From an optimization exercise on the open Yosys and OpenROAD flow, aimed at small area and a short achievable clock period; shortcuts taken in it are not production practice.
Function was checked by simulation only, so behaviour that the tests miss may differ from the original.
Power figures rest on the tool's default switching activity, not on a simulated workload.

==> flow/design.v, too long to show whole: its modules and the start of the top module <==
// module DSP: 1749 lines
// module dsp_fa: 4 lines
// module dsp_ha: 4 lines
module DSP(A, B, C, D, clk, rst_n, P);
  // ...
==> flow/run.sh <==
#!/bin/bash
# synth_recipe.tcl (not shown) runs the flow's synth.tcl, then flattens the netlist and writes it again
# the make line also repeats each setting of config.mk as NAME=value (left out here)
make -C /OpenROAD-flow-scripts/flow DESIGN_CONFIG=/design/flow/config.mk WORK_HOME=/design/flow/orfs CLKGATE_MAP_FILE= SYNTH_SCRIPT=/design/flow/synth_recipe.tcl finish
==> flow/config.mk <==
export PLATFORM = sky130hd
export DESIGN_NAME = DSP
export DESIGN_NICKNAME = DSP
export VERILOG_FILES = /design/flow/design.v
export SDC_FILE = /design/flow/constraint.sdc
export NUM_CORES = 4
export LEC_CHECK = 0
export CAP_MARGIN = 20
export CORE_MARGIN = 2
export CORE_UTILIZATION = 40
export SETUP_SLACK_MARGIN = 4.0
export SLEW_MARGIN = 20
export SYNTH_HIERARCHICAL = 1
==> flow/constraint.sdc <==
create_clock -name core_clock -period 7.0 [get_ports {clk}]
set_input_delay 1.4000 -clock core_clock [delete_from_list [all_inputs] [get_ports {clk}]]
set_output_delay 1.4000 -clock core_clock [all_outputs]
set_load 0.01 [all_outputs]
==> results by group, run 1 <==
Status
  • Status: finished clean

Critical path
  • CP max-delay cell: fa_1
  • Critical path class: reg2reg
  • WP depth: 6
  • Crit path to: z1[27]
  • Max FO, Critical Path: 8

Power
  • Seq. pwr: 2.51 mW
  • Pwr Density: about 470 nW/um2
  • Clk pwr share: 17.4%

Global routing
  • Grt total ovfl: 0
  • Vias in the first global route: approximately 12000

Final layout
  • Finished Cell Area: 21500 um2
  • Clock buf/inv share: around 5.2%
  • Non-clk buf share: under 10%
  • ANT cells: 0
  • Max-area cell class: multi-input gates
  • Final Util: between 40% and 50%
  • Fraction of area in multi-input gates: a little over half

STA
  • Setup WS post-layout: 3.63 ns
  • Setup_tns: 0 ns
  • Max Slew Vio Count: 0
  • Fmax: 0.297 GHz

Yosys
  • Mapped Cells: ~1300
  • Post-synthesis sequential area ratio: 36.9%
  • Top cells by count, synth: and2_1, fa_1, dfrtp_1, ha_1, a21oi_1

Place
  • Placed inst area: about 20000 um2

Hold path
  • Min-delay src: s1[0]

Detailed routing
  • Max Used Layer: met4
  • Met3 wire len: approximately 1700 um
  • Drt initial violations: ~460

Floorplanning
  • Die Span Y: roughly 210 um
==> inputs of run 2 (changes only) <==
--- a/flow/design.v
+++ b/flow/design.v
@@ -1,18 +1,18 @@
 module DSP(A, B, C, D, clk, rst_n, P);
 input  [17:0] A, B, D;
 input  [47:0] C;
 input clk, rst_n;
 output reg [47:0] P;
 reg  [17:0] s1, s2, s3, a1;
 reg  [8:0] ah;
 reg  [26:0] y0;
-reg  [47:0] z0;
 reg  [26:0] y1;
+reg  [47:0] z0;
 reg  [47:0] z1;
 wire pp1;
 wire pp2;
 wire pp3;
 wire pp4;
 wire pp5;
 wire pp6;
 wire pp7;
@@ -1307,21 +1307,21 @@
 dsp_ha u_yha198 (.a(pp70), .b(pp87), .s(yhs198), .co(yhc198));
 dsp_fa u_yfa199 (.a(pp105), .b(pp122), .c(pp139), .s(yfs199), .co(yfc199));
 dsp_fa u_yfa200 (.a(pp156), .b(pp54), .c(pp71), .s(yfs200), .co(yfc200));
 dsp_fa u_yfa201 (.a(pp106), .b(pp123), .c(pp140), .s(yfs201), .co(yfc201));
 dsp_ha u_yha202 (.a(pp22), .b(pp39), .s(yhs202), .co(yhc202));
 dsp_fa u_yfa203 (.a(pp23), .b(pp40), .c(pp57), .s(yfs203), .co(yfc203));
 dsp_ha u_yha204 (.a(pp6), .b(pp74), .s(yhs204), .co(yhc204));
 dsp_fa u_yfa205 (.a(pp41), .b(pp58), .c(pp7), .s(yfs205), .co(yfc205));
-dsp_fa u_yfa206 (.a(pp75), .b(pp92), .c(yhc204), .s(yfs206), .co(yfc206));
+dsp_fa u_yfa206 (.a(pp75), .b(pp92), .c(yhs163), .s(yfs206), .co(yfc206));
 dsp_fa u_yfa207 (.a(pp76), .b(pp8), .c(pp93), .s(yfs207), .co(yfc207));
-dsp_fa u_yfa208 (.a(yhc163), .b(yhs165), .c(yfc205), .s(yfs208), .co(yfc208));
+dsp_fa u_yfa208 (.a(yhc163), .b(yhs165), .c(yfs164), .s(yfs208), .co(yfc208));
 dsp_fa u_yfa209 (.a(pp94), .b(yhc165), .c(yhs168), .s(yfs209), .co(yfc209));
-dsp_fa u_yfa210 (.a(yfc164), .b(yfc207), .c(yfs166), .s(yfs210), .co(yfc210));
+dsp_fa u_yfa210 (.a(yfc164), .b(yfs166), .c(yfs167), .s(yfs210), .co(yfc210));
 dsp_fa u_yfa211 (.a(yhc168), .b(yfc166), .c(yfc167), .s(yfs211), .co(yfc211));
 dsp_fa u_yfa212 (.a(yfs169), .b(yfs170), .c(yfs171), .s(yfs212), .co(yfc212));
 dsp_fa u_yfa213 (.a(yfc169), .b(yfc170), .c(yfc171), .s(yfs213), .co(yfc213));
 dsp_fa u_yfa214 (.a(yfs172), .b(yfs173), .c(yfs174), .s(yfs214), .co(yfc214));
 dsp_fa u_yfa215 (.a(yfc172), .b(yfc173), .c(yfc174), .s(yfs215), .co(yfc215));
 dsp_fa u_yfa216 (.a(yfs175), .b(yfs176), .c(yfs177), .s(yfs216), .co(yfc216));
 dsp_fa u_yfa217 (.a(yfc175), .b(yfc176), .c(yfc177), .s(yfs217), .co(yfc217));
 dsp_fa u_yfa218 (.a(yfs178), .b(yfs179), .c(yfs180), .s(yfs218), .co(yfc218));
@@ -1342,36 +1342,36 @@
 dsp_fa u_yfa233 (.a(pp157), .b(pp72), .c(pp89), .s(yfs233), .co(yfc233));
 dsp_fa u_yfa234 (.a(yfc199), .b(yfc200), .c(yfs201), .s(yfs234), .co(yfc234));
 dsp_fa u_yfa235 (.a(pp107), .b(pp124), .c(pp141), .s(yfs235), .co(yfc235));
 dsp_fa u_yfa236 (.a(pp158), .b(pp90), .c(yfc201), .s(yfs236), .co(yfc236));
 dsp_fa u_yfa237 (.a(pp108), .b(pp125), .c(pp142), .s(yfs237), .co(yfc237));
 dsp_ha u_yha238 (.a(pp21), .b(pp38), .s(yhs238), .co(yhc238));
 dsp_fa u_yfa239 (.a(pp5), .b(pp56), .c(pp73), .s(yfs239), .co(yfc239));
 dsp_fa u_yfa240 (.a(pp91), .b(yhc202), .c(yhs204), .s(yfs240), .co(yfc240));
-dsp_fa u_yfa241 (.a(yhs163), .b(yfc203), .c(yfs205), .s(yfs241), .co(yfc241));
-dsp_fa u_yfa242 (.a(yfs164), .b(yfs207), .c(yfc206), .s(yfs242), .co(yfc242));
-dsp_fa u_yfa243 (.a(yfs167), .b(yfc208), .c(yfs209), .s(yfs243), .co(yfc243));
+dsp_fa u_yfa241 (.a(yhc204), .b(yfc203), .c(yfs205), .s(yfs241), .co(yfc241));
+dsp_fa u_yfa242 (.a(yfc205), .b(yfs207), .c(yfc206), .s(yfs242), .co(yfc242));
+dsp_fa u_yfa243 (.a(yfc207), .b(yfs209), .c(yfc208), .s(yfs243), .co(yfc243));
 dsp_fa u_yfa244 (.a(yfc209), .b(yfc210), .c(yfs211), .s(yfs244), .co(yfc244));
 dsp_fa u_yfa245 (.a(yfc211), .b(yfc212), .c(yfs213), .s(yfs245), .co(yfc245));
 dsp_fa u_yfa246 (.a(yfc213), .b(yfc214), .c(yfs215), .s(yfs246), .co(yfc246));
 dsp_fa u_yfa247 (.a(yfc215), .b(yfc216), .c(yfs217), .s(yfs247), .co(yfc247));
 dsp_fa u_yfa248 (.a(yfc217), .b(yfc218), .c(yfs219), .s(yfs248), .co(yfc248));
 dsp_fa u_yfa249 (.a(yfc219), .b(yfc220), .c(yfs221), .s(yfs249), .co(yfc249));
 dsp_fa u_yfa250 (.a(yfc221), .b(yfc222), .c(yfs223), .s(yfs250), .co(yfc250));
 dsp_fa u_yfa251 (.a(yfc223), .b(yfc224), .c(yfs225), .s(yfs251), .co(yfc251));
 dsp_fa u_yfa252 (.a(yfc225), .b(yfc226), .c(yfs227), .s(yfs252), .co(yfc252));
 dsp_fa u_yfa253 (.a(yfc227), .b(yfc228), .c(yfs229), .s(yfs253), .co(yfc253));
 dsp_fa u_yfa254 (.a(yfc229), .b(yfc230), .c(yfs231), .s(yfs254), .co(yfc254));
 dsp_fa u_yfa255 (.a(yfs233), .b(yfc231), .c(yfc232), .s(yfs255), .co(yfc255));
 dsp_fa u_yfa256 (.a(yfc233), .b(yfs235), .c(yfc234), .s(yfs256), .co(yfc256));
 dsp_fa u_yfa257 (.a(pp159), .b(yfc235), .c(yfs237), .s(yfs257), .co(yfc257));
 dsp_fa u_yfa258 (.a(pp126), .b(pp143), .c(pp160), .s(yfs258), .co(yfc258));
 dsp_ha u_yha259 (.a(pp20), .b(pp3), .s(yhs259), .co(yhc259));
-dsp_fa u_yfa260 (.a(pp4), .b(pp55), .c(yhc259), .s(yfs260), .co(yfc260));
+dsp_fa u_yfa260 (.a(pp4), .b(pp55), .c(yhs238), .s(yfs260), .co(yfc260));
 dsp_fa u_yfa261 (.a(yhc238), .b(yhs202), .c(yfs239), .s(yfs261), .co(yfc261));
 dsp_fa u_yfa262 (.a(yfc239), .b(yfs203), .c(yfs240), .s(yfs262), .co(yfc262));
 dsp_fa u_yfa263 (.a(yfc240), .b(yfs206), .c(yfs241), .s(yfs263), .co(yfc263));
 dsp_fa u_yfa264 (.a(yfc241), .b(yfs208), .c(yfs242), .s(yfs264), .co(yfc264));
 dsp_fa u_yfa265 (.a(yfs210), .b(yfc242), .c(yfs243), .s(yfs265), .co(yfc265));
 dsp_fa u_yfa266 (.a(yfs212), .b(yfc243), .c(yfs244), .s(yfs266), .co(yfc266));
 dsp_fa u_yfa267 (.a(yfs214), .b(yfc244), .c(yfs245), .s(yfs267), .co(yfc267));
 dsp_fa u_yfa268 (.a(yfs216), .b(yfc245), .c(yfs246), .s(yfs268), .co(yfc268));
@@ -1424,160 +1424,160 @@
 dsp_ha u_zha477 (.a(y0[12]), .b(y1[12]), .s(zhs477), .co(zhc477));
 dsp_fa u_zfa478 (.a(y0[13]), .b(y1[13]), .c(pq286), .s(zfs478), .co(zfc478));
 dsp_ha u_zha479 (.a(pq303), .b(pq320), .s(zhs479), .co(zhc479));
 dsp_fa u_zfa480 (.a(y0[14]), .b(y1[14]), .c(pq287), .s(zfs480), .co(zfc480));
 dsp_fa u_zfa481 (.a(pq304), .b(pq321), .c(pq338), .s(zfs481), .co(zfc481));
 dsp_ha u_zha482 (.a(pq355), .b(pq372), .s(zhs482), .co(zhc482));
 dsp_fa u_zfa483 (.a(pq288), .b(pq305), .c(pq322), .s(zfs483), .co(zfc483));
 dsp_fa u_zfa484 (.a(pq339), .b(pq356), .c(pq373), .s(zfs484), .co(zfc484));
-dsp_fa u_zfa485 (.a(pq390), .b(zhs444), .c(zhc482), .s(zfs485), .co(zfc485));
+dsp_fa u_zfa485 (.a(pq390), .b(zhs444), .c(C[15]), .s(zfs485), .co(zfc485));
 dsp_fa u_zfa486 (.a(pq340), .b(pq357), .c(pq374), .s(zfs486), .co(zfc486));
 dsp_fa u_zfa487 (.a(pq391), .b(pq408), .c(zhc444), .s(zfs487), .co(zfc487));
-dsp_fa u_zfa488 (.a(zhs446), .b(zfc483), .c(zfc484), .s(zfs488), .co(zfc488));
+dsp_fa u_zfa488 (.a(zhs446), .b(zfs445), .c(C[16]), .s(zfs488), .co(zfc488));
 dsp_fa u_zfa489 (.a(pq392), .b(pq409), .c(pq426), .s(zfs489), .co(zfc489));
 dsp_fa u_zfa490 (.a(zhc446), .b(zhs449), .c(zfc445), .s(zfs490), .co(zfc490));
-dsp_fa u_zfa491 (.a(zfc486), .b(zfs447), .c(zfs448), .s(zfs491), .co(zfc491));
+dsp_fa u_zfa491 (.a(zfs447), .b(zfs448), .c(C[17]), .s(zfs491), .co(zfc491));
 dsp_fa u_zfa492 (.a(pq410), .b(pq427), .c(zhc449), .s(zfs492), .co(zfc492));
-dsp_fa u_zfa493 (.a(zfc447), .b(zfc448), .c(zfc489), .s(zfs493), .co(zfc493));
-dsp_fa u_zfa494 (.a(zfs450), .b(zfs451), .c(zfs452), .s(zfs494), .co(zfc494));
+dsp_fa u_zfa493 (.a(zfc447), .b(zfc448), .c(zfs450), .s(zfs493), .co(zfc493));
+dsp_fa u_zfa494 (.a(zfs451), .b(zfs452), .c(C[18]), .s(zfs494), .co(zfc494));
 dsp_fa u_zfa495 (.a(pq411), .b(pq428), .c(zfc450), .s(zfs495), .co(zfc495));
 dsp_fa u_zfa496 (.a(zfc451), .b(zfc452), .c(zfs453), .s(zfs496), .co(zfc496));
-dsp_fa u_zfa497 (.a(zfs454), .b(zfs455), .c(zfc492), .s(zfs497), .co(zfc497));
+dsp_fa u_zfa497 (.a(zfs454), .b(zfs455), .c(C[19]), .s(zfs497), .co(zfc497));
 dsp_fa u_zfa498 (.a(pq412), .b(pq429), .c(zfc453), .s(zfs498), .co(zfc498));
 dsp_fa u_zfa499 (.a(zfc454), .b(zfc455), .c(zfs456), .s(zfs499), .co(zfc499));
-dsp_fa u_zfa500 (.a(zfs457), .b(zfs458), .c(zfc495), .s(zfs500), .co(zfc500));
+dsp_fa u_zfa500 (.a(zfs457), .b(zfs458), .c(C[20]), .s(zfs500), .co(zfc500));
 dsp_fa u_zfa501 (.a(pq413), .b(pq430), .c(zfc456), .s(zfs501), .co(zfc501));
 dsp_fa u_zfa502 (.a(zfc457), .b(zfc458), .c(zfs459), .s(zfs502), .co(zfc502));
-dsp_fa u_zfa503 (.a(zfs460), .b(zfs461), .c(zfc498), .s(zfs503), .co(zfc503));
+dsp_fa u_zfa503 (.a(zfs460), .b(zfs461), .c(C[21]), .s(zfs503), .co(zfc503));
 dsp_fa u_zfa504 (.a(pq414), .b(pq431), .c(zfc459), .s(zfs504), .co(zfc504));
 dsp_fa u_zfa505 (.a(zfc460), .b(zfc461), .c(zfs462), .s(zfs505), .co(zfc505));
-dsp_fa u_zfa506 (.a(zfs463), .b(zfs464), .c(zfc501), .s(zfs506), .co(zfc506));
+dsp_fa u_zfa506 (.a(zfs463), .b(zfs464), .c(C[22]), .s(zfs506), .co(zfc506));
 dsp_fa u_zfa507 (.a(pq415), .b(pq432), .c(zfc462), .s(zfs507), .co(zfc507));
 dsp_fa u_zfa508 (.a(zfc463), .b(zfc464), .c(zfs465), .s(zfs508), .co(zfc508));
-dsp_fa u_zfa509 (.a(zfs466), .b(zfs467), .c(zfc504), .s(zfs509), .co(zfc509));
+dsp_fa u_zfa509 (.a(zfs466), .b(zfs467), .c(C[23]), .s(zfs509), .co(zfc509));
 dsp_fa u_zfa510 (.a(pq416), .b(pq433), .c(zfc465), .s(zfs510), .co(zfc510));
 dsp_fa u_zfa511 (.a(zfc466), .b(zfc467), .c(zfs468), .s(zfs511), .co(zfc511));
-dsp_fa u_zfa512 (.a(zfs469), .b(zfs470), .c(zfc507), .s(zfs512), .co(zfc512));
+dsp_fa u_zfa512 (.a(zfs469), .b(zfs470), .c(C[24]), .s(zfs512), .co(zfc512));
 dsp_fa u_zfa513 (.a(pq417), .b(pq434), .c(zfc468), .s(zfs513), .co(zfc513));
 dsp_fa u_zfa514 (.a(zfc469), .b(zfc470), .c(zfs471), .s(zfs514), .co(zfc514));
-dsp_fa u_zfa515 (.a(zfs472), .b(zfs473), .c(zfc510), .s(zfs515), .co(zfc515));
+dsp_fa u_zfa515 (.a(zfs472), .b(zfs473), .c(C[25]), .s(zfs515), .co(zfc515));
 dsp_fa u_zfa516 (.a(pq401), .b(pq418), .c(pq435), .s(zfs516), .co(zfc516));
 dsp_fa u_zfa517 (.a(zfc471), .b(zfc472), .c(zfc473), .s(zfs517), .co(zfc517));
-dsp_fa u_zfa518 (.a(zfs474), .b(zfs475), .c(zfs516), .s(zfs518), .co(zfc518));
+dsp_fa u_zfa518 (.a(zfs474), .b(zfs475), .c(C[26]), .s(zfs518), .co(zfc518));
 dsp_fa u_zfa519 (.a(pq368), .b(pq385), .c(pq402), .s(zfs519), .co(zfc519));
 dsp_fa u_zfa520 (.a(pq419), .b(pq436), .c(zfc474), .s(zfs520), .co(zfc520));
-dsp_fa u_zfa521 (.a(zfc475), .b(zfc516), .c(zfs476), .s(zfs521), .co(zfc521));
+dsp_fa u_zfa521 (.a(zfc475), .b(zfs476), .c(C[27]), .s(zfs521), .co(zfc521));
 dsp_fa u_zfa522 (.a(pq335), .b(pq352), .c(pq369), .s(zfs522), .co(zfc522));
 dsp_fa u_zfa523 (.a(pq386), .b(pq403), .c(pq420), .s(zfs523), .co(zfc523));
-dsp_fa u_zfa524 (.a(pq437), .b(zfc476), .c(zfc519), .s(zfs524), .co(zfc524));
+dsp_fa u_zfa524 (.a(pq437), .b(zfc476), .c(C[28]), .s(zfs524), .co(zfc524));
 dsp_fa u_zfa525 (.a(pq353), .b(pq370), .c(pq387), .s(zfs525), .co(zfc525));
 dsp_fa u_zfa526 (.a(pq404), .b(pq421), .c(pq438), .s(zfs526), .co(zfc526));
 dsp_fa u_zfa527 (.a(pq371), .b(pq388), .c(pq405), .s(zfs527), .co(zfc527));
 dsp_ha u_zha528 (.a(y0[10]), .b(y1[10]), .s(zhs528), .co(zhc528));
 dsp_fa u_zfa529 (.a(y0[11]), .b(y1[11]), .c(pq284), .s(zfs529), .co(zfc529));
 dsp_ha u_zha530 (.a(pq301), .b(pq318), .s(zhs530), .co(zhc530));
 dsp_fa u_zfa531 (.a(pq285), .b(pq302), .c(pq319), .s(zfs531), .co(zfc531));
-dsp_fa u_zfa532 (.a(pq336), .b(zhs477), .c(zhc530), .s(zfs532), .co(zfc532));
+dsp_fa u_zfa532 (.a(pq336), .b(zhs477), .c(C[12]), .s(zfs532), .co(zfc532));
 dsp_fa u_zfa533 (.a(pq337), .b(pq354), .c(zhc477), .s(zfs533), .co(zfc533));
-dsp_fa u_zfa534 (.a(zhs479), .b(zfc531), .c(zfs478), .s(zfs534), .co(zfc534));
+dsp_fa u_zfa534 (.a(zhs479), .b(zfs478), .c(C[13]), .s(zfs534), .co(zfc534));
 dsp_fa u_zfa535 (.a(zhc479), .b(zhs482), .c(zfc478), .s(zfs535), .co(zfc535));
-dsp_fa u_zfa536 (.a(zfs480), .b(zfs481), .c(zfc533), .s(zfs536), .co(zfc536));
-dsp_fa u_zfa537 (.a(zfc480), .b(zfc481), .c(zfs483), .s(zfs537), .co(zfc537));
-dsp_fa u_zfa538 (.a(zfs484), .b(zfs485), .c(zfc535), .s(zfs538), .co(zfc538));
-dsp_fa u_zfa539 (.a(zfs445), .b(zfs486), .c(zfs487), .s(zfs539), .co(zfc539));
-dsp_fa u_zfa540 (.a(zfc485), .b(zfc537), .c(zfs488), .s(zfs540), .co(zfc540));
-dsp_fa u_zfa541 (.a(zfs489), .b(zfc487), .c(zfc488), .s(zfs541), .co(zfc541));
-dsp_fa u_zfa542 (.a(zfs490), .b(C[17]), .c(zfs491), .s(zfs542), .co(zfc542));
-dsp_fa u_zfa543 (.a(zfs492), .b(zfc490), .c(zfc491), .s(zfs543), .co(zfc543));
-dsp_fa u_zfa544 (.a(zfs493), .b(C[18]), .c(zfs494), .s(zfs544), .co(zfc544));
-dsp_fa u_zfa545 (.a(zfc493), .b(zfc494), .c(zfs495), .s(zfs545), .co(zfc545));
-dsp_fa u_zfa546 (.a(C[19]), .b(zfs496), .c(zfs497), .s(zfs546), .co(zfc546));
-dsp_fa u_zfa547 (.a(zfc496), .b(zfs498), .c(C[20]), .s(zfs547), .co(zfc547));
-dsp_fa u_zfa548 (.a(zfs499), .b(zfc497), .c(zfc545), .s(zfs548), .co(zfc548));
-dsp_fa u_zfa549 (.a(zfc499), .b(zfs501), .c(C[21]), .s(zfs549), .co(zfc549));
+dsp_fa u_zfa536 (.a(zfs480), .b(zfs481), .c(C[14]), .s(zfs536), .co(zfc536));
+dsp_fa u_zfa537 (.a(zhc482), .b(zfc480), .c(zfc481), .s(zfs537), .co(zfc537));
+dsp_fa u_zfa538 (.a(zfs483), .b(zfs484), .c(zfs485), .s(zfs538), .co(zfc538));
+dsp_fa u_zfa539 (.a(zfc483), .b(zfc484), .c(zfs486), .s(zfs539), .co(zfc539));
+dsp_fa u_zfa540 (.a(zfs487), .b(zfc485), .c(zfs488), .s(zfs540), .co(zfc540));
+dsp_fa u_zfa541 (.a(zfc486), .b(zfs489), .c(zfc487), .s(zfs541), .co(zfc541));
+dsp_fa u_zfa542 (.a(zfs490), .b(zfc488), .c(zfs491), .s(zfs542), .co(zfc542));
+dsp_fa u_zfa543 (.a(zfc489), .b(zfs492), .c(zfc490), .s(zfs543), .co(zfc543));
+dsp_fa u_zfa544 (.a(zfs493), .b(zfc491), .c(zfs494), .s(zfs544), .co(zfc544));
+dsp_fa u_zfa545 (.a(zfc492), .b(zfc493), .c(zfs495), .s(zfs545), .co(zfc545));
+dsp_fa u_zfa546 (.a(zfs496), .b(zfc494), .c(zfs497), .s(zfs546), .co(zfc546));
+dsp_fa u_zfa547 (.a(zfc495), .b(zfc496), .c(zfs498), .s(zfs547), .co(zfc547));
+dsp_fa u_zfa548 (.a(zfs499), .b(zfc497), .c(zfs500), .s(zfs548), .co(zfc548));
+dsp_fa u_zfa549 (.a(zfc498), .b(zfc499), .c(zfs501), .s(zfs549), .co(zfc549));
 dsp_fa u_zfa550 (.a(zfs502), .b(zfc500), .c(zfs503), .s(zfs550), .co(zfc550));
-dsp_fa u_zfa551 (.a(zfc502), .b(zfs504), .c(C[22]), .s(zfs551), .co(zfc551));
+dsp_fa u_zfa551 (.a(zfc501), .b(zfc502), .c(zfs504), .s(zfs551), .co(zfc551));
 dsp_fa u_zfa552 (.a(zfs505), .b(zfc503), .c(zfs506), .s(zfs552), .co(zfc552));
-dsp_fa u_zfa553 (.a(zfc505), .b(zfs507), .c(C[23]), .s(zfs553), .co(zfc553));
+dsp_fa u_zfa553 (.a(zfc504), .b(zfc505), .c(zfs507), .s(zfs553), .co(zfc553));
 dsp_fa u_zfa554 (.a(zfs508), .b(zfc506), .c(zfs509), .s(zfs554), .co(zfc554));
-dsp_fa u_zfa555 (.a(zfc508), .b(zfs510), .c(C[24]), .s(zfs555), .co(zfc555));
+dsp_fa u_zfa555 (.a(zfc507), .b(zfc508), .c(zfs510), .s(zfs555), .co(zfc555));
 dsp_fa u_zfa556 (.a(zfs511), .b(zfc509), .c(zfs512), .s(zfs556), .co(zfc556));
-dsp_fa u_zfa557 (.a(zfc511), .b(zfs513), .c(C[25]), .s(zfs557), .co(zfc557));
+dsp_fa u_zfa557 (.a(zfc510), .b(zfc511), .c(zfs513), .s(zfs557), .co(zfc557));
 dsp_fa u_zfa558 (.a(zfs514), .b(zfc512), .c(zfs515), .s(zfs558), .co(zfc558));
-dsp_fa u_zfa559 (.a(zfc513), .b(zfc514), .c(zfs517), .s(zfs559), .co(zfc559));
-dsp_fa u_zfa560 (.a(C[26]), .b(zfs518), .c(zfc515), .s(zfs560), .co(zfc560));
-dsp_fa u_zfa561 (.a(zfs519), .b(zfc517), .c(zfc518), .s(zfs561), .co(zfc561));
-dsp_fa u_zfa562 (.a(zfs520), .b(C[27]), .c(zfs521), .s(zfs562), .co(zfc562));
-dsp_fa u_zfa563 (.a(zfs522), .b(zfs523), .c(zfc520), .s(zfs563), .co(zfc563));
-dsp_fa u_zfa564 (.a(zfc521), .b(zfs524), .c(C[28]), .s(zfs564), .co(zfc564));
+dsp_fa u_zfa559 (.a(zfs516), .b(zfc513), .c(zfc514), .s(zfs559), .co(zfc559));
+dsp_fa u_zfa560 (.a(zfs517), .b(zfc515), .c(zfs518), .s(zfs560), .co(zfc560));
+dsp_fa u_zfa561 (.a(zfc516), .b(zfs519), .c(zfc517), .s(zfs561), .co(zfc561));
+dsp_fa u_zfa562 (.a(zfs520), .b(zfc518), .c(zfs521), .s(zfs562), .co(zfc562));
+dsp_fa u_zfa563 (.a(zfc519), .b(zfs522), .c(zfs523), .s(zfs563), .co(zfc563));
+dsp_fa u_zfa564 (.a(zfc520), .b(zfc521), .c(zfs524), .s(zfs564), .co(zfc564));
 dsp_fa u_zfa565 (.a(zfc522), .b(zfc523), .c(zfs525), .s(zfs565), .co(zfc565));
-dsp_fa u_zfa566 (.a(zfs526), .b(zfc524), .c(C[29]), .s(zfs566), .co(zfc566));
+dsp_fa u_zfa566 (.a(zfs526), .b(C[29]), .c(zfc524), .s(zfs566), .co(zfc566));
 dsp_fa u_zfa567 (.a(pq422), .b(pq439), .c(zfc525), .s(zfs567), .co(zfc567));
-dsp_fa u_zfa568 (.a(zfc526), .b(zfs527), .c(zfc565), .s(zfs568), .co(zfc568));
+dsp_fa u_zfa568 (.a(zfc526), .b(zfs527), .c(C[30]), .s(zfs568), .co(zfc568));
 dsp_fa u_zfa569 (.a(pq389), .b(pq406), .c(pq423), .s(zfs569), .co(zfc569));
-dsp_fa u_zfa570 (.a(pq440), .b(zfc527), .c(zfs569), .s(zfs570), .co(zfc570));
+dsp_fa u_zfa570 (.a(pq440), .b(zfc527), .c(C[31]), .s(zfs570), .co(zfc570));
 dsp_fa u_zfa571 (.a(pq407), .b(pq424), .c(pq441), .s(zfs571), .co(zfc571));
 dsp_ha u_zha572 (.a(y0[9]), .b(y1[9]), .s(zhs572), .co(zhc572));
-dsp_fa u_zfa573 (.a(pq283), .b(pq300), .c(zhc572), .s(zfs573), .co(zfc573));
+dsp_fa u_zfa573 (.a(pq283), .b(pq300), .c(zhs528), .s(zfs573), .co(zfc573));
 dsp_fa u_zfa574 (.a(zhc528), .b(zhs530), .c(zfs529), .s(zfs574), .co(zfc574));
-dsp_fa u_zfa575 (.a(zfc529), .b(zfs531), .c(zfs532), .s(zfs575), .co(zfc575));
-dsp_fa u_zfa576 (.a(zfs533), .b(zfc532), .c(C[13]), .s(zfs576), .co(zfc576));
-dsp_fa u_zfa577 (.a(zfc534), .b(zfs535), .c(C[14]), .s(zfs577), .co(zfc577));
-dsp_fa u_zfa578 (.a(C[15]), .b(zfc536), .c(zfs537), .s(zfs578), .co(zfc578));
-dsp_fa u_zfa579 (.a(C[16]), .b(zfs539), .c(zfc538), .s(zfs579), .co(zfc579));
-dsp_fa u_zfa580 (.a(zfc539), .b(zfc540), .c(zfs541), .s(zfs580), .co(zfc580));
-dsp_fa u_zfa581 (.a(zfc541), .b(zfc542), .c(zfs543), .s(zfs581), .co(zfc581));
-dsp_fa u_zfa582 (.a(zfc543), .b(zfc544), .c(zfs545), .s(zfs582), .co(zfc582));
-dsp_fa u_zfa583 (.a(zfs500), .b(zfs547), .c(zfc546), .s(zfs583), .co(zfc583));
+dsp_fa u_zfa575 (.a(zhc530), .b(zfc529), .c(zfs531), .s(zfs575), .co(zfc575));
+dsp_fa u_zfa576 (.a(zfc531), .b(zfs533), .c(zfc532), .s(zfs576), .co(zfc576));
+dsp_fa u_zfa577 (.a(zfc533), .b(zfs535), .c(zfc534), .s(zfs577), .co(zfc577));
+dsp_fa u_zfa578 (.a(zfc535), .b(zfs537), .c(zfc536), .s(zfs578), .co(zfc578));
+dsp_fa u_zfa579 (.a(zfc537), .b(zfs539), .c(zfc538), .s(zfs579), .co(zfc579));
+dsp_fa u_zfa580 (.a(zfc539), .b(zfs541), .c(zfc540), .s(zfs580), .co(zfc580));
+dsp_fa u_zfa581 (.a(zfc541), .b(zfs543), .c(zfc542), .s(zfs581), .co(zfc581));
+dsp_fa u_zfa582 (.a(zfc543), .b(zfs545), .c(zfc544), .s(zfs582), .co(zfc582));
+dsp_fa u_zfa583 (.a(zfc545), .b(zfs547), .c(zfc546), .s(zfs583), .co(zfc583));
 dsp_fa u_zfa584 (.a(zfc547), .b(zfs549), .c(zfc548), .s(zfs584), .co(zfc584));
 dsp_fa u_zfa585 (.a(zfc549), .b(zfs551), .c(zfc550), .s(zfs585), .co(zfc585));
 dsp_fa u_zfa586 (.a(zfc551), .b(zfs553), .c(zfc552), .s(zfs586), .co(zfc586));
 dsp_fa u_zfa587 (.a(zfc553), .b(zfs555), .c(zfc554), .s(zfs587), .co(zfc587));
 dsp_fa u_zfa588 (.a(zfc555), .b(zfs557), .c(zfc556), .s(zfs588), .co(zfc588));
 dsp_fa u_zfa589 (.a(zfc557), .b(zfs559), .c(zfc558), .s(zfs589), .co(zfc589));
-dsp_fa u_zfa590 (.a(zfc559), .b(zfs561), .c(zfs562), .s(zfs590), .co(zfc590));
-dsp_fa u_zfa591 (.a(zfc561), .b(zfs563), .c(zfc562), .s(zfs591), .co(zfc591));
-dsp_fa u_zfa592 (.a(zfs565), .b(zfc563), .c(zfc564), .s(zfs592), .co(zfc592));
-dsp_fa u_zfa593 (.a(zfs567), .b(C[30]), .c(zfc566), .s(zfs593), .co(zfc593));
-dsp_fa u_zfa594 (.a(zfc567), .b(C[31]), .c(zfs570), .s(zfs594), .co(zfc594));
-dsp_fa u_zfa595 (.a(zfc569), .b(zfs571), .c(zfc570), .s(zfs595), .co(zfc595));
+dsp_fa u_zfa590 (.a(zfc559), .b(zfs561), .c(zfc560), .s(zfs590), .co(zfc590));
+dsp_fa u_zfa591 (.a(zfs563), .b(zfc561), .c(zfc562), .s(zfs591), .co(zfc591));
+dsp_fa u_zfa592 (.a(zfc563), .b(zfs565), .c(zfc564), .s(zfs592), .co(zfc592));
+dsp_fa u_zfa593 (.a(zfc565), .b(zfs567), .c(zfs568), .s(zfs593), .co(zfc593));
+dsp_fa u_zfa594 (.a(zfs569), .b(zfc567), .c(zfc568), .s(zfs594), .co(zfc594));
+dsp_fa u_zfa595 (.a(zfc569), .b(zfs571), .c(C[32]), .s(zfs595), .co(zfc595));
 dsp_fa u_zfa596 (.a(pq425), .b(pq442), .c(zfc571), .s(zfs596), .co(zfc596));
 dsp_ha u_zha597 (.a(y0[1]), .b(y1[1]), .s(zhs597), .co(zhc597));
-dsp_fa u_zfa598 (.a(y0[2]), .b(y1[2]), .c(zhc597), .s(zfs598), .co(zfc598));
-dsp_fa u_zfa599 (.a(y0[3]), .b(y1[3]), .c(zfc598), .s(zfs599), .co(zfc599));
+dsp_fa u_zfa598 (.a(y0[2]), .b(y1[2]), .c(C[2]), .s(zfs598), .co(zfc598));
+dsp_fa u_zfa599 (.a(y0[3]), .b(y1[3]), .c(C[3]), .s(zfs599), .co(zfc599));
 dsp_fa u_zfa600 (.a(y0[4]), .b(y1[4]), .c(C[4]), .s(zfs600), .co(zfc600));
 dsp_fa u_zfa601 (.a(y0[5]), .b(y1[5]), .c(C[5]), .s(zfs601), .co(zfc601));
 dsp_fa u_zfa602 (.a(y0[6]), .b(y1[6]), .c(C[6]), .s(zfs602), .co(zfc602));
 dsp_fa u_zfa603 (.a(y0[7]), .b(y1[7]), .c(C[7]), .s(zfs603), .co(zfc603));
 dsp_fa u_zfa604 (.a(y0[8]), .b(y1[8]), .c(C[8]), .s(zfs604), .co(zfc604));
 dsp_fa u_zfa605 (.a(pq282), .b(zhs572), .c(C[9]), .s(zfs605), .co(zfc605));
-dsp_fa u_zfa606 (.a(zhs528), .b(zfs573), .c(C[10]), .s(zfs606), .co(zfc606));
+dsp_fa u_zfa606 (.a(zhc572), .b(zfs573), .c(C[10]), .s(zfs606), .co(zfc606));
 dsp_fa u_zfa607 (.a(zfc573), .b(C[11]), .c(zfs574), .s(zfs607), .co(zfc607));
-dsp_fa u_zfa608 (.a(zfc574), .b(C[12]), .c(zfs575), .s(zfs608), .co(zfc608));
-dsp_fa u_zfa609 (.a(zfs534), .b(zfc575), .c(zfs576), .s(zfs609), .co(zfc609));
+dsp_fa u_zfa608 (.a(zfc574), .b(zfs575), .c(zfs532), .s(zfs608), .co(zfc608));
+dsp_fa u_zfa609 (.a(zfc575), .b(zfs534), .c(zfs576), .s(zfs609), .co(zfc609));
 dsp_fa u_zfa610 (.a(zfs536), .b(zfc576), .c(zfs577), .s(zfs610), .co(zfc610));
-dsp_fa u_zfa611 (.a(zfs538), .b(zfc577), .c(zfs578), .s(zfs611), .co(zfc611));
+dsp_fa u_zfa611 (.a(zfc577), .b(zfs578), .c(zfs538), .s(zfs611), .co(zfc611));
 dsp_fa u_zfa612 (.a(zfc578), .b(zfs540), .c(zfs579), .s(zfs612), .co(zfc612));
 dsp_fa u_zfa613 (.a(zfs542), .b(zfc579), .c(zfs580), .s(zfs613), .co(zfc613));
 dsp_fa u_zfa614 (.a(zfs544), .b(zfc580), .c(zfs581), .s(zfs614), .co(zfc614));
 dsp_fa u_zfa615 (.a(zfs546), .b(zfc581), .c(zfs582), .s(zfs615), .co(zfc615));
-dsp_fa u_zfa616 (.a(zfc582), .b(zfs548), .c(zfs583), .s(zfs616), .co(zfc616));
+dsp_fa u_zfa616 (.a(zfs548), .b(zfc582), .c(zfs583), .s(zfs616), .co(zfc616));
 dsp_fa u_zfa617 (.a(zfs550), .b(zfc583), .c(zfs584), .s(zfs617), .co(zfc617));
 dsp_fa u_zfa618 (.a(zfs552), .b(zfc584), .c(zfs585), .s(zfs618), .co(zfc618));
 dsp_fa u_zfa619 (.a(zfs554), .b(zfc585), .c(zfs586), .s(zfs619), .co(zfc619));
 dsp_fa u_zfa620 (.a(zfs556), .b(zfc586), .c(zfs587), .s(zfs620), .co(zfc620));
 dsp_fa u_zfa621 (.a(zfs558), .b(zfc587), .c(zfs588), .s(zfs621), .co(zfc621));
 dsp_fa u_zfa622 (.a(zfs560), .b(zfc588), .c(zfs589), .s(zfs622), .co(zfc622));
-dsp_fa u_zfa623 (.a(zfc560), .b(zfs590), .c(zfc589), .s(zfs623), .co(zfc623));
+dsp_fa u_zfa623 (.a(zfs562), .b(zfc589), .c(zfs590), .s(zfs623), .co(zfc623));
 dsp_fa u_zfa624 (.a(zfs564), .b(zfc590), .c(zfs591), .s(zfs624), .co(zfc624));
 dsp_fa u_zfa625 (.a(zfs566), .b(zfc591), .c(zfs592), .s(zfs625), .co(zfc625));
-dsp_fa u_zfa626 (.a(zfs568), .b(zfc592), .c(zfs593), .s(zfs626), .co(zfc626));
-dsp_fa u_zfa627 (.a(zfc568), .b(zfs594), .c(zfc593), .s(zfs627), .co(zfc627));
-dsp_fa u_zfa628 (.a(C[32]), .b(zfc594), .c(zfs595), .s(zfs628), .co(zfc628));
+dsp_fa u_zfa626 (.a(zfc566), .b(zfs593), .c(zfc592), .s(zfs626), .co(zfc626));
+dsp_fa u_zfa627 (.a(zfs570), .b(zfc593), .c(zfs594), .s(zfs627), .co(zfc627));
+dsp_fa u_zfa628 (.a(zfc570), .b(zfs595), .c(zfc594), .s(zfs628), .co(zfc628));
 dsp_fa u_zfa629 (.a(zfs596), .b(C[33]), .c(zfc595), .s(zfs629), .co(zfc629));
 dsp_fa u_zfa630 (.a(pq443), .b(zfc596), .c(C[34]), .s(zfs630), .co(zfc630));
 always @(posedge clk or negedge rst_n) begin
   if (!rst_n) begin
     s1 <= 0;
     a1 <= 0;
     ah <= 0;
     P <= 0;
@@ -1587,17 +1587,17 @@
     z1 <= 0;
   end else begin
     s1 <= B + D;
     a1 <= A;
     ah <= a1[17:9];
     y0[0] <= pp1;
     y0[1] <= pp19;
     y0[2] <= pp37;
-    y0[3] <= yhs238;
+    y0[3] <= yhc259;
     y0[4] <= yfc260;
     y0[5] <= yfc261;
     y0[6] <= yfc262;
     y0[7] <= yfc263;
     y0[8] <= yfc264;
     y0[9] <= yfc265;
     y0[10] <= yfc266;
     y0[11] <= yfc267;
@@ -1637,18 +1637,18 @@
     y1[20] <= yfs277;
     y1[21] <= yfs278;
     y1[22] <= yfs279;
     y1[23] <= yfc279;
     y1[24] <= yfc280;
     y1[25] <= yfc281;
     z0[0] <= y0[0];
     z0[1] <= zhs597;
-    z0[2] <= zfs598;
-    z0[3] <= C[3];
+    z0[2] <= zhc597;
+    z0[3] <= zfc598;
     z0[4] <= zfc599;
     z0[5] <= zfc600;
     z0[6] <= zfc601;
     z0[7] <= zfc602;
     z0[8] <= zfc603;
     z0[9] <= zfc604;
     z0[10] <= zfc605;
     z0[11] <= zfc606;
@@ -1663,39 +1663,39 @@
     z0[20] <= zfc615;
     z0[21] <= zfc616;
     z0[22] <= zfc617;
     z0[23] <= zfc618;
     z0[24] <= zfc619;
     z0[25] <= zfc620;
     z0[26] <= zfc621;
     z0[27] <= zfc622;
-    z0[28] <= zfs624;
+    z0[28] <= zfc623;
     z0[29] <= zfc624;
     z0[30] <= zfc625;
-    z0[31] <= zfc626;
-    z0[32] <= zfs628;
-    z0[33] <= zfc628;
+    z0[31] <= zfs627;
+    z0[32] <= zfc627;
+    z0[33] <= zfs629;
     z0[34] <= zfs630;
     z0[35] <= C[35];
     z0[36] <= C[36];
     z0[37] <= C[37];
     z0[38] <= C[38];
     z0[39] <= C[39];
     z0[40] <= C[40];
     z0[41] <= C[41];
     z0[42] <= C[42];
     z0[43] <= C[43];
     z0[44] <= C[44];
     z0[45] <= C[45];
     z0[46] <= C[46];
     z0[47] <= C[47];
     z1[0] <= C[0];
     z1[1] <= C[1];
-    z1[2] <= C[2];
+    z1[2] <= zfs598;
     z1[3] <= zfs599;
     z1[4] <= zfs600;
     z1[5] <= zfs601;
     z1[6] <= zfs602;
     z1[7] <= zfs603;
     z1[8] <= zfs604;
     z1[9] <= zfs605;
     z1[10] <= zfs606;
@@ -1711,22 +1711,22 @@
     z1[20] <= zfs616;
     z1[21] <= zfs617;
     z1[22] <= zfs618;
     z1[23] <= zfs619;
     z1[24] <= zfs620;
     z1[25] <= zfs621;
     z1[26] <= zfs622;
     z1[27] <= zfs623;
-    z1[28] <= zfc623;
+    z1[28] <= zfs624;
     z1[29] <= zfs625;
     z1[30] <= zfs626;
-    z1[31] <= zfs627;
-    z1[32] <= zfc627;
-    z1[33] <= zfs629;
+    z1[31] <= zfc626;
+    z1[32] <= zfs628;
+    z1[33] <= zfc628;
     z1[34] <= zfc629;
     z1[35] <= zfc630;
     P <= z0 + z1;
     y0[26] <= 1'b0;
     y1[0] <= 1'b0;
     y1[26] <= 1'b0;
     z1[36] <= 1'b0;
     z1[37] <= 1'b0;
==> flow/config.mk (replaced) <==
export PLATFORM = sky130hd
export DESIGN_NAME = DSP
export DESIGN_NICKNAME = DSP
export VERILOG_FILES = /design/flow/design.v
export SDC_FILE = /design/flow/constraint.sdc
export NUM_CORES = 4
export LEC_CHECK = 0
export CAP_MARGIN = 20
export CORE_MARGIN = 2
export CORE_UTILIZATION = 65
export SETUP_SLACK_MARGIN = 4.2
export SLEW_MARGIN = 20
export SYNTH_HIERARCHICAL = 1
==> run 2 against run 1 <==
  * Area after synthesis is the same
  * Global-route usage increased by 11 points
  * Final area decreased by 0.24%
  * Highest routed layer unchanged
  * Utilization is 32 points higher
  * Register-to-register slack improved by 0.11 ns
  * Die area fell by 38%
  * Worst setup slack better by 0.11 ns
==> results by group, run 2 <==
Hold path
  • Hold crit path type: reg2reg (unchanged)
  • Min-delay src: s1[6] (was s1[0])
  • Hold Path End: s2[6] (was s2[0])
  • Hold-critical path depth: 0 (unchanged)

STA
  • Fmax: 0.306 GHz (was 0.297 GHz)
  • # setup viols final: 0 (unchanged)
  • Final worst path period need: 3.27 ns (was 3.37 ns)
  • Headroom to the max-slew limit: 44.3% (was 38.0%)
  • Worst-Margin Slew: 0.835 ns (was 0.930 ns)
  • Max Slew Vio Count: 0 (unchanged)
  • Clk_skew: 0.0270 ns (was 0.0121 ns)
  • RSZ-0062 raised after global routing: yes (unchanged)
  • Setup_tns: 0 ns (unchanged)
  • Final worst path period share: 46.7% (was 48.2%)
  • Final hold vios: 0 (unchanged)

Detailed routing
  • Remaining DRCs: 0 (unchanged)
  • Routed via count: 10882 (was 10286)
  • Drt initial violations: 858 (was 456)
  • Routed vias/inst: 5.75 (was 4.87)
  • Antenna viol nets, final: 0 (unchanged)
  • DRT Pass-1 Iters: 5 (was 4)
  • DR WL/cell: 20.8 um (was 18.1 um)
  • Drt total wl: 39400 um (was 38200 um)

Critical path
  • Max FO, Critical Path: 5 (was 8)
  • CP Capture Type: register (unchanged)
  • R2R Setup Slk: 3.73 ns (was 3.63 ns)
  • Worst EP required: 7.43 ns (about the same)
  • R2R cell count: 7 (was 6)
  • CP Launch Type: register (unchanged)
  • Critical path arrival: 3.69 ns (was 3.80 ns)
  • Critical path class: reg2reg (unchanged)
  • R2r endpoint: z1[26] (was z1[27])
  • Worst r2r src: ah[0] (was ah[3])

Yosys
  • Top cells by count, synth: and2_1, fa_1, dfrtp_1, ha_1, a21oi_1 (unchanged)
  • Flops & latches, synth: 264 (unchanged)
  • FFs w/ async S/R, synth: 86.4% (unchanged)
  • Synth cell types: 58 (unchanged)
  • Post-synth top area share: 33.3% (unchanged)
  • Cell taking the most area after synthesis: fa_1 (unchanged)
  • Synthesized area per cell: 13.3 um2 (unchanged)
  • Post-Syn Area: 17400 um2 (unchanged)
  • Mapped Cells: 1312 (unchanged)
  • Dominant cells by area after synthesis: fa_1, dfrtp_1, and2_1 (unchanged)
  • Post-synthesis sequential area ratio: 36.9% (unchanged)
  • Top-count cell post-synth: and2_1 (unchanged)
  • Top_reg_cell synth: dfrtp_1 (unchanged)
  • EDFF count, synth: 0 (unchanged)
  • Synthesized Nets: 1777 (unchanged)
  • Ys Warns: 7 (unchanged)

CTS
  • Clk slew on worst S/H paths: 0.06 ns (about the same)
  • Worst-skew pair later-pin latency: 0.56 ns (was 0.57 ns)
  • Total CTS buffers: 28 (was 29)
  • CTS root buffer: clkbuf_16 (unchanged)
  • Max H-tree Level: 1 (unchanged)
  • Clock sink count: 264 (unchanged)
  • Max clock buf depth: 3 (unchanged)
  • CTS tree: done (unchanged)

Final layout
  • Share of cells above drive strength 1: 20.4% (was 17.8%)
  • Filler instances: 1451 (was 3727)
  • Largest registers: P x48, z0 x48, z1 x36 (unchanged)
  • Nets: 2000 (was 1968)
  • Layout Area Growth over Synthesis: 23.0% (was 23.3%)
  • Commonest cells after routing, fill and taps aside: and2_1, dfrtp_1, fa_1 (unchanged)
  • Commonest non-fill, non-tap cell in the layout: and2_1 (unchanged)
  • Finished Cell Area: 21400 um2 (was 21500 um2)
  • ANT cells: 0 (unchanged)
  • Final Util: 81.8% (was 49.9%)

Global routing
  • Vias in the first global route: 11891 (was 11676)
  • Largest net degree at the start of global routing: 109 (was 81)
  • Initial antenna violation count: 0 (unchanged)
  • Total GRT Usage: 28.5% (was 17.8%)
  • Grt total ovfl: 0 (unchanged)
  • Global-route wire length before repair: 62500 um (was 62600 um)

Floorplanning
  • Core area: 26200 um2 (was 43100 um2)
  • Io pins: 152 (unchanged)
  • Die X: 168 um (was 213 um)
  • Die Span Y: 168 um (was 213 um)
  • Initial Util: 66.5% (was 40.4%)
  • Die area: 28100 um2 (was 45200 um2)
  • Rows: 59 (was 76)

Status
  • Status: finished clean (unchanged)

Place
  • Final HPWL DP: 27200 um (was 28400 um)
  • Placed inst area: 19400 um2 (was 19800 um2)
  • RePlAce Congestion: 0.886 (was 0.840)
  • IO Port Bufs: 151 (unchanged)

Power
  • VDD IR max: 0.000315 V (was 0.000258 V)
  • Leak pwr: 9.40 nW (was 9.18 nW)
  • Pwr Density: 453 nW/um2 (was 468 nW/um2)

Job
  • Max Cap Violations: 0 (unchanged)
run 2: worst max path at each step:
stage,to,slack [ns],start
global route,z1[20],3.71,ah[1]
CTS,z1[26],3.79,ah[5]
floorplan,z1[17],3.78,C[16]
finish,z1[26],3.73,ah[0]
detailed placement,s1[16],3.10,B[0]
global placement,s1[16],3.12,B[0]
run 2: cells by family after synthesis:
kind of cell             share of synthesized area, %
AO/OA/AOI/OAI                                    5.72
XOR/XNOR                                         3.17
adder cells (fa/ha/maj)                          38.4
flip-flops                                       36.9
AND/OR/NAND/NOR                                  15.1
buffers and inverters                           0.690
run 2: repair_timing:
| item | in CTS | in global routing |
|---|---|---|
| setup buffers | 49 | 18 |
| endpoints found under the setup margin | 131 | 72 |
| resized for setup | 162 | 116 |
| hold buffers | 0 | 0 |
| pin swaps | 57 | 77 |
run 2: final cells by class:
cell class / count / area (um2) / share of cell area (%)
flip-flops and latches: 264 / 6470 / 30.2
clock buffers: 41 / 810 / 3.78
well taps: 335 / 419 / 1.96
multi-input cells: 1017 / 11500 / 53.5
repair buffers: 220 / 2110 / 9.86
inverters: 4 / 15.0 / 0.0701
clock inverters: 11 / 133 / 0.619
run 2: report_power, final:
group	internal [mW]	leakage, nW	total, mW	switching, mW
Clock	0.878	0.456	1.48	0.600
Sequential	2.18	3.01	2.52	0.338
Combinational	2.74	5.94	5.71	2.97
Total	5.79	9.40	9.70	3.91
run 2: per-module statistics from Yosys (local to each module, per instance):
module | flops+latches | cells inside | copies in the design | cell area (um2)
DSP | 264 | 1006 | 1 | 11400
dsp_fa | 0 | 1 | 288 | 20.0
dsp_ha | 0 | 1 | 18 | 12.5
run 2: routing by layer:
metal,global-route usage (%),share of wire (%)
met1,39.9,42
met3,6.10,7.2
met5,0,0
met2,46.7,49
met4,7.15,2.3
run 2: critical path, stage by stage (launching register included):
cell     delay (ns)
dfrtp_2        0.44
buf_6          0.14
and2_1         0.14
fa_1           0.57
fa_2           0.48
fa_2           0.41
fa_1           0.53
fa_2           0.43
run 2: per-stage QoR:
step / setup slack, ns / power (mW) / hold WS [ns] / instances
after floorplan: 3.78 / 6.35 / 0.324 / 1312
after global placement: 3.12 / 7.69 / 0.324 / 1773
after detailed placement: 3.10 / 8.02 / 0.327 / 1773
after CTS: 3.79 / 9.56 / 0.338 / 1874
after global routing: 3.71 / 10.6 / 0.347 / 1892
final: 3.73 / 9.70 / 0.339 / 1892
==> inputs of run 3 (changes only) <==
--- a/flow/config.mk
+++ b/flow/config.mk
@@ -8,5 +8,5 @@
 export CAP_MARGIN = 20
 export CORE_MARGIN = 2
-export CORE_UTILIZATION = 65
+export CORE_UTILIZATION = 40
 export SETUP_SLACK_MARGIN = 4.2
 export SLEW_MARGIN = 20
==> run 3 against run 2 <==
  * Still clean on timing, DRC and antenna
  * Sequential share of layout area is 0.51 points lower
  * Worst setup slack worse by 0.022 ns
  * Critical path depth is 2 lower
  * Combinational power is 1% lower
  * Critical endpoint is now z1[24]
==> results by group, run 3 <==
Yosys
  • Ys Warns: 7 (unchanged)
  • Top-count cell post-synth: and2_1 (unchanged)
  • Post-Syn Area: 17400 um2 (unchanged)
  • FFs w/ async S/R, synth: 86.4% (unchanged)
  • EDFF count, synth: 0 (unchanged)
  • Post-synth top area share: 33.3% (unchanged)
  • Mapped Cells: 1312 (unchanged)
  • Dominant cells by area after synthesis: fa_1, dfrtp_1, and2_1 (unchanged)
  • Flops & latches, synth: 264 (unchanged)
  • Synthesized area per cell: 13.3 um2 (unchanged)
  • Post-synthesis sequential area ratio: 36.9% (unchanged)
  • Top cells by count, synth: and2_1, fa_1, dfrtp_1, ha_1, a21oi_1 (unchanged)
  • Synthesized Nets: 1777 (unchanged)
  • Top_reg_cell synth: dfrtp_1 (unchanged)
  • Cell taking the most area after synthesis: fa_1 (unchanged)
  • Synth cell types: 58 (unchanged)

CTS
  • Total CTS buffers: 31 (was 28)
  • Clk slew on worst S/H paths: 0.06 ns (about the same)
  • CTS tree: done (unchanged)
  • Max H-tree Level: 1 (unchanged)
  • Max clock buf depth: 3 (unchanged)
  • Cts hold-fix bufs: 0 (unchanged)
  • CTS root buffer: clkbuf_16 (unchanged)
  • Clock sink count: 264 (unchanged)
  • Worst-skew pair later-pin latency: 0.56 ns (about the same)

Global routing
  • Total GRT Usage: 17.8% (was 28.5%)
  • Grt total ovfl: 0 (unchanged)
  • Vias in the first global route: 11522 (was 11891)
  • Initial antenna violation count: 0 (unchanged)
  • Largest net degree at the start of global routing: 127 (was 109)
  • Global-route wire length before repair: 62400 um (was 62500 um)

Final layout
  • Nets: 1990 (was 2000)
  • Filler instances: 3725 (was 1451)
  • Commonest cells after routing, fill and taps aside: and2_1, dfrtp_1, fa_1 (unchanged)
  • Final Util: 50.7% (was 81.8%)
  • Commonest non-fill, non-tap cell in the layout: and2_1 (unchanged)
  • Multi-input logic area: 11400 um2 (was 11500 um2)
  • ANT cells: 0 (unchanged)
  • Largest registers: P x48, z0 x48, z1 x36 (unchanged)
  • Layout Area Growth over Synthesis: 25.3% (was 23.0%)
  • Share of cells above drive strength 1: 19.2% (was 20.4%)
  • Register area: 6480 um2 (was 6470 um2)

STA
  • Clk_skew: 0.0105 ns (was 0.0270 ns)
  • Headroom to the max-slew limit: 44.3% (about the same)
  • # setup viols final: 0 (unchanged)
  • Fmax: 0.304 GHz (was 0.306 GHz)
  • Max Slew Vio Count: 0 (unchanged)
  • RSZ-0062 raised after global routing: yes (unchanged)
  • Final worst path period need: 3.29 ns (was 3.27 ns)
  • Setup_tns: 0 ns (unchanged)
  • Final hold vios: 0 (unchanged)
  • Final worst path period share: 47.0% (was 46.7%)
  • Setup WS post-layout: 3.71 ns (was 3.73 ns)
  • Worst-Margin Slew: 0.836 ns (was 0.835 ns)

Floorplanning
  • Die X: 213 um (was 168 um)
  • Initial Util: 40.4% (was 66.5%)
  • Io pins: 152 (unchanged)
  • Core area: 43100 um2 (was 26200 um2)
  • Die area: 45200 um2 (was 28100 um2)
  • Rows: 76 (was 59)
  • Die Span Y: 213 um (was 168 um)

Critical path
  • CP Capture Type: register (unchanged)
  • Max FO, Critical Path: 1 (was 5)
  • Critical path arrival: 3.73 ns (was 3.69 ns)
  • CP Launch Type: primary input (was register)
  • CP startpoint: C[23] (was ah[0])
  • Critical path class: in2reg (was reg2reg)
  • Worst EP required: 7.44 ns (was 7.43 ns)
  • Worst r2r src: ah[1] (was ah[0])

Detailed routing
  • Drt initial violations: 560 (was 858)
  • DRT Pass-1 Iters: 4 (was 5)
  • Drt total wl: 39700 um (was 39400 um)
  • Routed vias/inst: 4.86 (was 5.75)
  • Routed via count: 10374 (was 10882)
  • Antenna viol nets, final: 0 (unchanged)
  • Remaining DRCs: 0 (unchanged)
  • DR WL/cell: 18.6 um (was 20.8 um)

Job
  • Max Cap Violations: 0 (unchanged)

Status
  • Status: finished clean (unchanged)

Hold path
  • Min-delay src: s1[8] (was s1[6])
  • Hold crit path type: reg2reg (unchanged)

Power
  • VDD IR max: 0.000278 V (was 0.000315 V)
  • Leak pwr: 9.46 nW (was 9.40 nW)
  • Pwr Density: 457 nW/um2 (was 453 nW/um2)

Place
  • Setup WS pre-CTS: 3.06 ns (was 3.10 ns)
  • Final HPWL DP: 28400 um (was 27200 um)
  • RePlAce Congestion: 0.825 (was 0.886)
  • IO Port Bufs: 151 (unchanged)
==> run 3: cell counts after synthesis <==
No cell type changed its count.
==> run 3: report_power, final <==
group	total, mW	internal, mW	switching [mW]
clock network	1.84	1.20	0.644
registers	2.50	2.18	0.318
logic	5.64	2.70	2.94
total	9.98	6.08	3.90
==> run 3: path summary, 6_finish.rpt <==
kind,to,slack [ns],cells after the start
setup / recovery,z1[24],3.71,5
hold reg to reg,s2[8],0.34,0
hold / removal,s2[8],0.34,0
min in group asynchronous,s1[4],0.82,1
setup reg to reg,z1[18],3.73,7
max in group asynchronous,P[26],5.08,2
==> run 3: layout make-up <==
| type | count | share of cell area (%) |
|---|---|---|
| Clock inverter | 21 | 1.73 |
| Sequential cell | 264 | 29.7 |
| Tap cell | 585 | 3.35 |
| Clock buffer | 36 | 3.73 |
| Inverter | 4 | 0.0688 |
| Multi-Input combinational cell | 1017 | 52.0 |
| Timing Repair Buffer | 207 | 9.40 |
==> run 3: repair_timing <==
action,in CTS,in global routing
endpoints found under the setup margin,133,73
setup buffers,28,25
pin swaps,47,79
resized for setup,169,82
gates cloned,0,2
==> run 3: per-module statistics from Yosys (local to each module, per instance) <==
| module | flops+latches | cells | times used |
|---|---|---|---|
| dsp_fa | 0 | 1 | 288 |
| DSP | 264 | 1006 | 1 |
| dsp_ha | 0 | 1 | 18 |
==> run 3: cell families after synthesis <==
kind of cell / Yosys count / synth area share (%)
xor+xnor: 63 / 3.17
fa+ha+maj: 361 / 38.4
simple gates: 443 / 15.1
flops: 264 / 36.9
compound gates: 150 / 5.72
buf+inv: 31 / 0.690
==> run 3: critical path, stage by stage <==
cell and delay [ns]:
clkdlybuf4s50_1 0.53, fa_1 0.48, fa_2 0.37, fa_1 0.51
fa_2 0.43
==> run 3: per-layer routing <==
layer | share of wire, % | GRT usage, % | up-vias
met5 | 0 | 0 | -
li1 | - | - | 4702
met3 | 4.1 | 2.37 | 74
met1 | 44 | 24.5 | 5361
met2 | 49 | 29.6 | 237
met4 | 2.7 | 5.28 | 0
==> run 3: through the flow <==
| stage | hold WS [ns] | power (mW) | area, um2 | cells |
|---|---|---|---|---|
| finish | 0.339 | 9.98 | 21800 | 2134 |
| global route | 0.345 | 11.0 | 21800 | 2134 |
| CTS | 0.340 | 9.96 | 21300 | 2107 |
| detailed placement | 0.327 | 8.07 | 19700 | 2022 |
| global placement | 0.326 | 7.85 | 19700 | 2022 |
| floorplan | 0.324 | 6.35 | 17500 | 1312 |
==> inputs of run 4 (changes only) <==
==> flow/flow/run.sh (new file) <==
#!/bin/bash
# The standard layout, with two changes to how it is made:
#  - the port buffers are plain sky130 buf_1 cells (the default pick is a slow delay cell),
#  - timing repair may swap cells across footprints (so it can resize those buffers).
set -euo pipefail
bash standard.sh "BUFFER_PORTS_ARGS=-buffer_cell sky130_fd_sc_hd__buf_1" MATCH_CELL_FOOTPRINT=0 finish > standard.log 2>&1
==> flow/standard.sh (new file) <==
#!/bin/bash
# synth_recipe.tcl (not shown) runs the flow's synth.tcl, then flattens the netlist and writes it again
# the make line also repeats each setting of config.mk as NAME=value (left out here)
make -C /OpenROAD-flow-scripts/flow DESIGN_CONFIG=/design/flow/config.mk WORK_HOME=/design/flow/orfs CLKGATE_MAP_FILE= SYNTH_SCRIPT=/design/flow/synth_recipe.tcl "${@:-finish}"
removed: flow/run.sh
==> run 4 against run 3 <==
  * Clock skew is essentially flat
  * Worst setup slack lost 0.021 ns
  * Non-clock buffer count shrank 5
  * Final area is 4.6% lower
  * Utilization shrank 2.3 points
  * Clock-buffer cell count is 6 higher
  * Sequential share of layout area up 1.5 points
  * First-iteration DRC count is 24% lower
==> results by group, run 4 <==
Final layout
  • Finished Cell Area: 20800 um2 (was 21800 um2)
  • Non-Filler Instances: 2127 (was 2134)
  • Share of cells above drive strength 1: 20.0% (was 19.2%)
  • Filler instances: 3770 (was 3725)
  • ANT cells: 0 (unchanged)
  • Multi-input logic area: 11400 um2 (about the same)
  • Commonest cells after routing, fill and taps aside: and2_1, dfrtp_1, fa_1 (unchanged)
  • Register area: 6480 um2 (about the same)
  • Layout Area Growth over Synthesis: 19.6% (was 25.3%)
  • Nets: 1984 (was 1990)
  • Largest registers: P x48, z0 x48, z1 x36 (unchanged)
  • Commonest non-fill, non-tap cell in the layout: and2_1 (unchanged)

Critical path
  • R2R cell count: 7 (unchanged)
  • Most used cell along the critical path: fa_2
  • Worst r2r src: ah[2] (was ah[1])
  • R2R Setup Slk: 3.69 ns (was 3.73 ns)
  • CP Capture Type: register (unchanged)
  • Max FO, Critical Path: 7 (was 1)
  • CP cell instances: buf_12 -> and2_1 -> fa_1 -> fa_1 -> fa_2 -> fa_2 -> fa_2 (was clkdlybuf4s50_1 -> fa_1 -> fa_2 -> fa_1 -> fa_2)
  • R2r endpoint: z1[27] (was z1[18])
  • Slowest stage delay, CP: 0.57 ns (was 0.53 ns)
  • Critical path arrival: 3.74 ns (was 3.73 ns)
  • Critical path class: reg2reg (was in2reg)
  • Worst EP required: 7.43 ns (was 7.44 ns)
  • CP Launch Type: register (was primary input)
  • CP max-delay cell: fa_2 (was clkdlybuf4s50_1)

Yosys
  • Post-Syn Area: 17400 um2 (unchanged)
  • Synth cell types: 58 (unchanged)
  • Top-count cell post-synth: and2_1 (unchanged)
  • Ys Warns: 7 (unchanged)
  • EDFF count, synth: 0 (unchanged)
  • FFs w/ async S/R, synth: 86.4% (unchanged)
  • Top cells by count, synth: and2_1, fa_1, dfrtp_1, ha_1, a21oi_1 (unchanged)
  • Mapped Cells: 1312 (unchanged)
  • Post-synth top area share: 33.3% (unchanged)
  • Synthesized Nets: 1777 (unchanged)
  • Dominant cells by area after synthesis: fa_1, dfrtp_1, and2_1 (unchanged)
  • Cell taking the most area after synthesis: fa_1 (unchanged)
  • Flops & latches, synth: 264 (unchanged)
  • Post-synthesis sequential area ratio: 36.9% (unchanged)
  • Synthesized area per cell: 13.3 um2 (unchanged)
  • Top_reg_cell synth: dfrtp_1 (unchanged)

STA
  • Headroom to the max-slew limit: 42.0% (was 44.3%)
  • Worst-Margin Slew: 0.870 ns (was 0.836 ns)
  • Setup_tns: 0 ns (unchanged)
  • # setup viols final: 0 (unchanged)
  • Final worst path period share: 47.3% (was 47.0%)
  • Final worst path period need: 3.31 ns (was 3.29 ns)
  • Clk_skew: 0.0109 ns (was 0.0105 ns)
  • Final hold vios: 0 (unchanged)
  • Fmax: 0.302 GHz (was 0.304 GHz)
  • RSZ-0062 raised after global routing: yes (unchanged)
  • Max Slew Vio Count: 0 (unchanged)

Detailed routing
  • Drt total wl: 38900 um (was 39700 um)
  • Drt initial violations: 426 (was 560)
  • DRT Pass-1 Iters: 4 (unchanged)
  • DR WL/cell: 18.3 um (was 18.6 um)
  • Remaining DRCs: 0 (unchanged)
  • Routed via count: 10404 (was 10374)
  • Routed vias/inst: 4.89 (was 4.86)
  • Antenna viol nets, final: 0 (unchanged)

Hold path
  • Hold Path End: s2[14] (was s2[8])
  • Hold crit path type: reg2reg (unchanged)
  • Min-delay src: s1[14] (was s1[8])
  • Hold-critical path depth: 0 (unchanged)

Global routing
  • Vias in the first global route: 11566 (was 11522)
  • Global-route wire length before repair: 62200 um (was 62400 um)
  • Grt total ovfl: 0 (unchanged)
  • Initial antenna violation count: 0 (unchanged)
  • Largest net degree at the start of global routing: 119 (was 127)
  • Total GRT Usage: 17.7% (was 17.8%)

Floorplanning
  • Rows: 76 (unchanged)
  • Initial Util: 40.4% (unchanged)
  • Die Span Y: 213 um (unchanged)
  • Io pins: 152 (unchanged)
  • Core area: 43100 um2 (unchanged)
  • Die area: 45200 um2 (unchanged)
  • Die X: 213 um (unchanged)

CTS
  • Max H-tree Level: 1 (unchanged)
  • CTS root buffer: clkbuf_16 (unchanged)
  • Worst-skew pair later-pin latency: 0.56 ns (about the same)
  • Total CTS buffers: 30 (was 31)
  • CTS tree: done (unchanged)
  • Clk slew on worst S/H paths: 0.06 ns (about the same)
  • Cts hold-fix bufs: 0 (unchanged)
  • Max clock buf depth: 3 (unchanged)
  • Clock sink count: 264 (unchanged)

Place
  • Placed inst area: 18800 um2 (was 19700 um2)
  • IO Port Bufs: 151 (unchanged)
  • Final HPWL DP: 28100 um (was 28400 um)
  • Number of placed instances, taps included: 2023 (was 2022)
  • RePlAce Congestion: 0.828 (was 0.825)

Job
  • Max Cap Violations: 0 (unchanged)

Power
  • VDD IR max: 0.000277 V (was 0.000278 V)
  • Pwr Density: 476 nW/um2 (was 457 nW/um2)
  • Leak pwr: 8.81 nW (was 9.46 nW)

Status
  • Status: finished clean (unchanged)
[run 4: critical path, delay by kind of cell (launching register included)]
family                   cells  cell delay, ns
flip-flops                   1            0.49
AND/OR/NAND/NOR              1            0.16
adder cells (fa/ha/maj)      5            2.37
buffers and inverters        1            0.15
[run 4: logic make-up after synthesis]
family	Yosys count	share of synthesized area [%]
simple gates	443	15.1
buf+inv	31	0.690
fa+ha+maj	361	38.4
flops	264	36.9
xor+xnor	63	3.17
compound gates	150	5.72
[run 4: where the power goes]
part           total [mW]  switching [mW]  leakage [nW]  internal [mW]
clock network        1.73           0.616         0.539           1.11
registers            2.50           0.316          3.01           2.18
logic                5.70            3.01          5.26           2.69
total                9.92            3.94          8.81           5.98
[run 4: layout make-up]
type | count | share of cell area, %
Clock buffer | 42 | 4.11
Clock inverter | 13 | 1.22
Inverter | 4 | 0.0721
Multi-Input combinational cell | 1017 | 54.6
Sequential cell | 264 | 31.1
Tap cell | 585 | 3.51
Timing Repair Buffer | 202 | 5.35
[run 4: per-layer routing]
layer	routed length (um)	up-vias	part of all wire, %	GRT usage [%]
met1	17100	5359	44	23.7
met4	1100	0	2.8	5.71
met2	18900	269	49	29.8
li1	-	4693	-	-
met5	0	-	0	0
met3	1790	83	4.6	2.59
[run 4: what timing repair did]
action | in CTS | in global routing
pin swaps | 45 | 38
resized for setup | 126 | 74
gates cloned | 0 | 0
endpoints found under the setup margin | 76 | 71
buffers inserted | 29 | 20
[run 4: worst max-delay path by stage]
stage	start	to	slack (ns)	cells after the start
6_report	ah[2]	z1[27]	3.69	7
5_1_grt	ah[1]	z1[19]	3.65	7
4_1_cts	ah[1]	z1[27]	3.73	7
3_5_place_dp	B[0]	s1[16]	3.45	11
3_3_place_gp	B[0]	s1[16]	3.45	11
2_1_floorplan	C[16]	z1[17]	3.78	4
[run 4: per-stage QoR]
stage,total power [mW],hold WS (ns),setup WS [ns],utilization [%]
after floorplan,6.35,0.324,3.78,-
after global placement,7.77,0.326,3.45,43.5
after detailed placement,7.93,0.327,3.45,43.5
after CTS,9.87,0.334,3.73,47.5
after global routing,11.0,0.345,3.65,48.4
final,9.92,0.331,3.69,48.4
[run 4: per-module statistics from Yosys (local to each module, per instance)]
| module | cell area [um2] | cells | flip-flops and latches |
|---|---|---|---|
| dsp_ha | 12.5 | 1 | 0 |
| DSP | 11400 | 1006 | 264 |
| dsp_fa | 20.0 | 1 | 0 |

separate check: timing with driven ports:
Ports are ideal in the flow. The routed layouts listed here were re-timed in OpenROAD. Step 1 assumes that a clkbuf_16 drives the clock port and a buf_2 every other input. Step 2 adds t to the input delays and takes it off the output delays; t is the mean of the earliest and latest rising clock arrival at the registers after step 1. Input paths then give back, and output paths get back, about the clock's delay inside the block. Slacks: ideal ports / drivers / drivers and shift; pairs: ideal ports / drivers.
| run | t (ns) | slack for setup (ns) | worst register clock-pin slew, ns | cell pins on the clock port's net |
|---|---|---|---|---|
| run 1 | 0.613 | 3.628 / 3.628 / 3.459 | 0.07 / 0.07 | 1 |
| run 2 | 0.599 | 3.734 / 3.734 / 3.171 | 0.07 / 0.07 | 1 |
| run 3 | 0.610 | 3.712 / 3.730 / 3.128 | 0.07 / 0.07 | 1 |
| run 4 | 0.609 | 3.691 / 3.691 / 3.401 | 0.06 / 0.06 | 1 |
After both steps every run listed still meets setup and hold. For run 3, which loses most, drivers alone change the setup slack by +0.018 ns; drivers and shift together by -0.584 ns.
